Context: an optimization exercise on an open-source flow, tuned for small area, a short achievable clock period and few clock cycles per item. The choices shown serve that exercise and are no tape-out recipe. The RTL was checked by simulation tests, not by an equivalence proof against the original design.

v52:
// geofence
module geofence (clk,reset,X,Y,valid,is_inside);
input           clk;
input           reset;
input   [9:0]   X;
input   [9:0]   Y;
output          valid;
output          is_inside;
reg  [4:0]  cnt;
reg         valid_r;
reg         inside_r;
reg  [9:0]  ox, oy;
reg  signed [10:0] rx [0:6];
reg  signed [10:0] ry [0:6];
reg         rz [0:6];
reg  [2:0]  rk [0:6];
reg         plt [0:6][0:6];    
reg         peq [0:6][0:6];    
reg  signed [10:0] ly;
reg  signed [10:0] sx, sy;
integer i, j, k;
wire in_vtx = (cnt >= 5'd1) && (cnt <= 5'd7);
always @(posedge clk) begin
    if (cnt == 5'd0) begin
        ox <= X;
        oy <= Y;
    end
    if (in_vtx) begin
        rx[0] <= {1'b0, X} - {1'b0, ox};
        ry[0] <= {1'b0, Y} - {1'b0, oy};
        rz[0] <= (X == 10'd0);
    end else begin
        rx[0] <= rx[6];
        ry[0] <= ry[6];
        rz[0] <= rz[6];
    end
    for (i = 1; i < 7; i = i + 1) begin
        rx[i] <= rx[i-1];
        ry[i] <= ry[i-1];
        rz[i] <= rz[i-1];
    end
end
reg        clt [1:6];
reg        ceq [1:6];
reg        newmin;
always @(*) begin
    newmin = 1'b1;
    for (k = 1; k < 7; k = k + 1) begin
        clt[k] = rx[0] < rx[k];
        ceq[k] = rx[0] == rx[k];
        if (k <= cnt - 5'd2) newmin = newmin & clt[k];
    end
end
always @(posedge clk) begin
    for (j = 1; j < 7; j = j + 1)
        if (cnt == j + 2)
            for (i = 0; i < j; i = i + 1) begin
                plt[i][j] <= clt[j-i];
                peq[i][j] <= ceq[j-i];
            end
    if (cnt >= 5'd2 && cnt <= 5'd8 && newmin)
        ly <= ry[0];
end
reg        g [0:6];
reg        lt [0:6][0:6];    
reg  [2:0] rank [0:6];
always @(*) begin
    g[0] = (ry[0] < ly) && !rz[0];
    for (i = 1; i < 7; i = i + 1)
        g[i] = (ry[7-i] < ly) && !rz[7-i];
    for (i = 0; i < 7; i = i + 1)
        for (j = 0; j < 7; j = j + 1) lt[i][j] = 1'b0;
    for (i = 0; i < 7; i = i + 1)
        for (j = i + 1; j < 7; j = j + 1) begin
            if (!g[i] && !g[j])     lt[i][j] = !plt[i][j];
            else if (g[i] && g[j])  lt[i][j] = plt[i][j] || peq[i][j];
            else                    lt[i][j] = g[i];
            lt[j][i] = !lt[i][j];
        end
  ...
Size in the first run: about 2,000 cells after synthesis, roughly 24 I/O pins.
clock: 8.0 ns
lec_check: 0
cap_margin: 20
core_margin: 2
core_utilization: 40
slew_margin: 20
run.sh (not shown) runs the stock make flow with config.mk's settings and CLKGATE_MAP_FILE= SYNTH_SCRIPT=/design/flow/synth_recipe.tcl, a recipe that flattens the netlist after the stock synthesis.
Every stage of the flow completed for v52, and the final layout passed the timing, DRC and antenna checks.
Testbench counts of v52, summed over its fixed seeds: cycles 41,391, items 2,400.
The following lists how v13 was set up differently from v52:
diff --git a/flow/config.mk b/flow/config.mk
--- a/flow/config.mk
+++ b/flow/config.mk
@@ -9,3 +9,5 @@
 export CORE_MARGIN = 2
-export CORE_UTILIZATION = 40
+export CORE_UTILIZATION = 60
+export PLACE_DENSITY = 0.75
+export SETUP_SLACK_MARGIN = 4.0
 export SLEW_MARGIN = 20
Notes after the runs:
- Compared with v52, v13 shows a higher logic depth of the worst setup path including buffers.
- In v13 relative to v52, finished layout cell area had gone up by a few percent.
- Relative to v52, end-of-flow core utilization increased by 25 points in v13.
- On tightest hold margin: between v52 and v13, it ends up higher for v13.
- Number of clock buffers in the layout, v13 vs v52: up by a little under 10%
- Taking v52 as the reference, in v13 number of gates resized after CTS rose 115, layout overhead on the synthesized area has increased.
- v13 against v52: global-route met3 utilization now larger, pin count of the biggest net entering global routing now smaller.
The inputs of v50 differ from those of v13 as listed below.
diff --git a/flow/config.mk b/flow/config.mk
--- a/flow/config.mk
+++ b/flow/config.mk
@@ -9,4 +9,3 @@
 export CORE_MARGIN = 2
-export CORE_UTILIZATION = 60
-export PLACE_DENSITY = 0.75
+export CORE_UTILIZATION = 40
 export SETUP_SLACK_MARGIN = 4.0
Notes after the runs:
Per the final summary, v50 finished and its layout is clean on timing, DRC and antenna. Looking only at layout clock buffer count, and setting everything else aside, the lower value of v50 and v13 goes to v50.

---

Another version of the RTL of geofence (not shown whole).
For scale: ~2600 cells after synthesis, ~24 I/O pins.
clock: 8.0 ns
lec_check: 0
abc_area: 1
cap_margin: 20
core_margin: 2
core_utilization: 70
place_density: 0.85
setup_slack_margin: 5.0
slew_margin: 20
synth_hierarchical: 1
synth_minimum_keep_size: 0
The baseline finished with timing, DRC and antenna clean.
Testbench counts at the start, summed over its fixed seeds: cycles 32,845, items 2,400.
Then changed:
--- a/flow/config.mk
+++ b/flow/config.mk
@@ -10,6 +10,8 @@
 export CORE_MARGIN = 2
 export CORE_UTILIZATION = 70
+export CTS_CLUSTER_DIAMETER = 80
+export CTS_CLUSTER_SIZE = 22
 export PLACE_DENSITY = 0.85
-export SETUP_SLACK_MARGIN = 5.0
+export SETUP_SLACK_MARGIN = 4.8
 export SLEW_MARGIN = 20
 export SYNTH_HIERARCHICAL = 1
Result:
- maximum frequency decreases by 3.4%
- clock-buffer cell count falls by 25
- clock skew drops by 6.9 ps
- cell area decreases by about 7%
Then changed:
--- a/flow/config.mk
+++ b/flow/config.mk
@@ -6,12 +6,12 @@
 export NUM_CORES = 4
 export LEC_CHECK = 0
-export ABC_AREA = 1
+export ABC_AREA = 0
 export CAP_MARGIN = 20
 export CORE_MARGIN = 2
 export CORE_UTILIZATION = 70
-export CTS_CLUSTER_DIAMETER = 80
-export CTS_CLUSTER_SIZE = 22
+export CTS_CLUSTER_DIAMETER = 90
+export CTS_CLUSTER_SIZE = 26
 export PLACE_DENSITY = 0.85
-export SETUP_SLACK_MARGIN = 4.8
+export SETUP_SLACK_MARGIN = 5.0
 export SLEW_MARGIN = 20
 export SYNTH_HIERARCHICAL = 1
Result: The changed run completed without violations. Fmax fell by about 7%. Synthesized cell count fell by about 22%. Worst setup slack degrades by 240 ps.
Then changed:
--- a/flow/config.mk
+++ b/flow/config.mk
@@ -6,5 +6,5 @@
 export NUM_CORES = 4
 export LEC_CHECK = 0
-export ABC_AREA = 0
+export ABC_AREA = 1
 export CAP_MARGIN = 20
 export CORE_MARGIN = 2
- synthesized cell count increases by 29%
- via count came out higher by 10%
- die area rose by 4.8%
Then changed:
--- a/flow/config.mk
+++ b/flow/config.mk
@@ -11,7 +11,7 @@
 export CORE_UTILIZATION = 70
 export CTS_CLUSTER_DIAMETER = 90
-export CTS_CLUSTER_SIZE = 26
+export CTS_CLUSTER_SIZE = 28
 export PLACE_DENSITY = 0.85
-export SETUP_SLACK_MARGIN = 5.0
+export SETUP_SLACK_MARGIN = 4.8
 export SLEW_MARGIN = 20
 export SYNTH_HIERARCHICAL = 1
After rerunning:
- routed wire length fell by 2.8%
- register-to-register slack gets worse by 97 ps
- final cell count came out lower by 1.3%
- setup slack gets worse by 110 ps
- non-clock buffer count went down by 41

## static timing again, ports no longer ideal
The flow's constraints put no driver on any port. The routed layouts listed below were extracted and timed again, unchanged, in two steps.
Step 1, drivers: a clkbuf_16 drives clk and a buf_2 each remaining input, both assumed.
Step 2 moves the port delays by t, midway between the first and last clock arrival at a register: inputs arrive t later, outputs are due t later. That takes back most of the time a late clock gives input paths.
Slacks: no drivers / after step 1 / after step 2; pairs: no drivers / after step 1.
run | t, ns | slack for setup (ns) | worst setup path at the end | latest minus earliest clock arrival (ns) | pins driven straight from the clock port
v52 | 0.611 | 3.366 / 3.366 / 3.366 | register to register | 0.025 / 0.025 | 1
v13 | 0.615 | 3.890 / 3.890 / 3.705 | input to register | 0.017 / 0.016 | 1
v50 | 0.629 | 3.823 / 3.823 / 3.677 | input to register | 0.020 / 0.020 | 1
the first run of note 2 | 0.603 | 4.921 / 4.921 / 4.555 | input to register | 0.024 / 0.024 | 1
the second run of note 2 | 0.600 | 4.813 / 4.798 / 4.326 | input to register | 0.017 / 0.016 | 1
the third run of note 2 | 0.579 | 4.576 / 4.566 / 3.986 | input to register | 0.019 / 0.019 | 1
the fourth run of note 2 | 0.591 | 4.967 / 4.967 / 4.560 | input to register | 0.016 / 0.016 | 1
the fifth run of note 2 | 0.589 | 4.854 / 4.802 / 4.328 | input to register | 0.025 / 0.025 | 1
After both steps setup and hold are still met in every run listed. The setup slack of the third run of note 2, which loses most, moves by -0.010 ns with the drivers and by -0.590 ns with both steps.
